This design comes from an exercise in tuning for small area and a short achievable clock period on the open sky130 flow, not from production work. The RTL was checked by simulation tests, not by an equivalence proof against the original design. Power is estimated from default activity; no workload was simulated.

the baseline:
// core
module core (
  input  logic        clk_i,
  input  logic        rst_ni,
  output logic        instr_req_o,
  input  logic        instr_gnt_i,
  input  logic        instr_rvalid_i,
  output logic [31:0] instr_addr_o,
  input  logic [31:0] instr_rdata_i,
  output logic        data_req_o,
  input  logic        data_gnt_i,
  input  logic        data_rvalid_i,
  output logic        data_we_o,
  output logic [3:0]  data_be_o,
  output logic [31:0] data_addr_o,
  output logic [31:0] data_wdata_o,
  input  logic [31:0] data_rdata_i,
  input  logic [31:0] irq_i,
  output logic        irq_ack_o,
  output logic [4:0]  irq_id_o,
  input  logic        fetch_enable_i,
  input  logic [31:0] boot_addr_i
);
Size: ~5900 cells after synthesis, ~240 I/O pins.
clock: 8.0 ns
lec_check: 0
cap_margin: 20
core_margin: 2
core_utilization: 50
cts_cluster_diameter: 70
cts_cluster_size: 27
setup_slack_margin: 4.8
slew_margin: 20
tns_end_percent: 100
standard.sh (not shown) runs the stock make flow with config.mk's settings and CLKGATE_MAP_FILE= SYNTH_SCRIPT=/design/flow/synth_recipe.tcl, a recipe that flattens the netlist after the stock synthesis.
==> flow/flow/run.sh <==
#!/bin/bash
# The standard layout (the standard.sh, unchanged synthesis, floorplan, power grid,
# placement, CTS and routing), with one change: the buffers that buffer_ports puts on every
# input and output port are sky130_fd_sc_hd__buf_2 instead of the default choice.
set -euo pipefail
bash standard.sh 'BUFFER_PORTS_ARGS=-buffer_cell sky130_fd_sc_hd__buf_2' finish > standard.log 2>&1
The baseline did not stop at any stage, and its layout met the timing, design-rule and antenna checks.
What the candidate does differently from the baseline at the input level:
--- a/flow/design.v
+++ b/flow/design.v
@@ -211,22 +211,23 @@
   logic [31:0] id_instr_q;   
   logic [6:0]  id_cls_q;     
   logic [31:0] ex_op_a_q, ex_op_b_q;
   logic [31:0] ex_x_q;       
   logic [4:0]  ex_dest_q;
   logic        ex_reg_we_q, ex_load_q, ex_mem_we_q, ex_beq_q, ex_bne_q;
   logic        ex_add_q, ex_sub_q, ex_xor_q, ex_and_q, ex_or_q, ex_sll_q, ex_srl_q;
   logic        ex_hold_a_q, ex_hold_b_q;
   logic [3:0]  ex_sh0_q, ex_sh1_q;    
   logic [1:0]  ex_sh2_q;              
   logic        stall_q;                            
+  logic        stall_id;                           
   logic [31:0] mem_alu_q, mem_x_q;
   logic [4:0]  mem_dest_q;
   logic        mem_reg_we_q, mem_load_q, mem_we_q;
   logic        taken_q;                            
   logic [31:0] wb_val_q;
   logic [4:0]  wb_dest_q;
   logic        wb_we_q;
   logic [31:1] rf_valid_q;
   logic [31:0] rf_q [32];
   logic [31:0] rf_wsel;      
   logic [31:1] rf_wsel_q;
@@ -238,25 +239,42 @@
   end
   generate
     genvar gi;
     for (gi = 1; gi < 32; gi++) begin : g_rf
       logic [31:0] r;
       always_ff @(posedge clk_i) begin
         if (rf_wsel[gi]) r <= wb_val_q;
       end
       assign rf_q[gi] = r;
     end
   endgenerate
+  logic [31:1] rf_valid_d;
+  assign rf_valid_d = rf_valid_q | rf_wsel[31:1];
   always_ff @(posedge clk_i or negedge rst_ni) begin
     if (~rst_ni) rf_valid_q <= '0;
-    else         rf_valid_q <= rf_valid_q | rf_wsel[31:1];
+    else         rf_valid_q <= rf_valid_d;
+  end
+  logic [31:1] rd_sel1_q, rd_sel2_q;
+  logic [4:0]  nx_rs1, nx_rs2;
+  assign nx_rs1 = stall_id ? id_instr_q[19:15] : instr_rdata_i[19:15];
+  assign nx_rs2 = stall_id ? id_instr_q[24:20] : instr_rdata_i[24:20];
+  always_ff @(posedge clk_i or negedge rst_ni) begin
+    if (~rst_ni) begin
+      rd_sel1_q <= '0;
+      rd_sel2_q <= '0;
+    end else begin
+      for (int i = 1; i < 32; i++) begin
+        rd_sel1_q[i] <= (nx_rs1 == i) && rf_valid_d[i];
+        rd_sel2_q[i] <= (nx_rs2 == i) && rf_valid_d[i];
+      end
+    end
   end
   logic [31:0] I;
   logic [2:0]  f3;
   logic [4:0]  rs1, rs2, rd;
   assign I   = id_instr_q;
   assign f3  = I[14:12];
   assign rs1 = I[19:15];
   assign rs2 = I[24:20];
   assign rd  = I[11:7];
   logic is_jal, is_jalr, is_br, is_ld, is_st, is_opi, is_op;
   assign {is_jal, is_jalr, is_br, is_ld, is_st, is_opi, is_op} = id_cls_q;
@@ -289,42 +307,41 @@
     end else if (is_br) begin
       d_sub = 1'b1;
     end else begin
       d_add = 1'b1;
     end
   end
   logic [31:0] rf_a, rf_b;
   always_comb begin
     rf_a = 32'b0;
     rf_b = 32'b0;
     for (int i = 1; i < 32; i++) begin
-      if (rs1 == i && rf_valid_q[i]) rf_a = rf_a | rf_q[i];
-      if (rs2 == i && rf_valid_q[i]) rf_b = rf_b | rf_q[i];
+      if (rd_sel1_q[i]) rf_a = rf_a | rf_q[i];
+      if (rd_sel2_q[i]) rf_b = rf_b | rf_q[i];
     end
     if (wb_we_q && wb_dest_q == rs1) rf_a = wb_val_q;
     if (wb_we_q && wb_dest_q == rs2) rf_b = wb_val_q;
   end
   logic ex_hit1, ex_hit2, mem_hit1, mem_hit2;
   assign ex_hit1  = (rs1 == ex_dest_q)  && ex_reg_we_q  && (ex_dest_q  != 5'd0);
   assign ex_hit2  = (rs2 == ex_dest_q)  && ex_reg_we_q  && (ex_dest_q  != 5'd0);
   assign mem_hit1 = (rs1 == mem_dest_q) && mem_reg_we_q && (mem_dest_q != 5'd0);
   assign mem_hit2 = (rs2 == mem_dest_q) && mem_reg_we_q && (mem_dest_q != 5'd0);
   logic [31:0] jal_off, jalr_off, br_off, br_tgt, jal_tgt, jalr_m_tgt, jalr_r_tgt;
   assign jal_off    = {{13{I[31]}}, I[19:12], I[20], I[30:21]};
   assign jalr_off   = {{20{I[31]}}, I[31:20]};
   assign br_off     = {{21{I[31]}}, I[7], I[30:25], I[11:8]};
   assign br_tgt     = id_pc_q + br_off;
   assign jal_tgt    = id_pc_q + jal_off;
   assign jalr_m_tgt = mem_alu_q + jalr_off;
   assign jalr_r_tgt = {27'b0, rs1} + jalr_off;
-  logic stall_id;
   assign stall_id = (ex_hit1 && is_jalr) || stall_q;
   logic [31:0] pc_d;
   logic [6:0]  if_opc;
   logic [6:0]  if_cls;
   assign if_opc = instr_rdata_i[6:0];
   assign if_cls = {if_opc == 7'h6F, if_opc == 7'h67, if_opc == 7'h63, if_opc == 7'h03,
                    if_opc == 7'h23, if_opc == 7'h13, if_opc == 7'h33};
   always_comb begin
     if (taken_q)                  pc_d = mem_x_q;
     else if (is_jal)              pc_d = jal_tgt;
     else if (is_jalr)             pc_d = mem_hit1 ? jalr_m_tgt : jalr_r_tgt;
### Flow results
Worst setup slack after layout of the baseline is on par with the candidate. Critical path depth ended up 2 higher on the candidate than on the baseline. [compare] base=the baseline new=the candidate: via count moved down, final design area excluding fillers moved down, post-cts sizing count moved down. The baseline -> the candidate: clock sink count increased by a few percent. Worst supply voltage drop on vdd was higher in the run labelled the candidate. Post-synthesis to final-layout area growth ended up 6.4 points lower on the candidate than on the baseline. Shortest period the worst path allows: the baseline vs the candidate, no meaningful difference. Worst setup slack before clock tree synthesis, the baseline and the candidate, lower one = the baseline. The candidate vs. the baseline: total power higher, worst hold slack -0.019 ns, sequential area share after synthesis up 1.5 points, share of the core filled with cells fell 3.3 points.

[afterwards: timing with drivers on the ports]
The results above use ideal ports. As a check the final layouts listed here were re-extracted and re-timed, cells and wires unchanged.
Step 1, drivers: a clkbuf_16 drives clk_i and a buf_2 each remaining input, both assumed.
Step 2, shift: input delay + t, output delay - t, t = (earliest + latest rising clock arrival at the registers) / 2. This alone moves slack from input paths to output paths.
Slacks: ideal ports / drivers / drivers and shift; pairs: ideal ports / drivers.
run | t (ns) | setup slack, ns | hold WS [ns]
the baseline | 0.843 | 4.310 / 4.310 / 4.310 | 0.340 / 0.340 / 0.340
the candidate | 0.848 | 4.308 / 4.308 / 4.308 | 0.321 / 0.321 / 0.321
After both steps setup and hold are still met in every run listed.
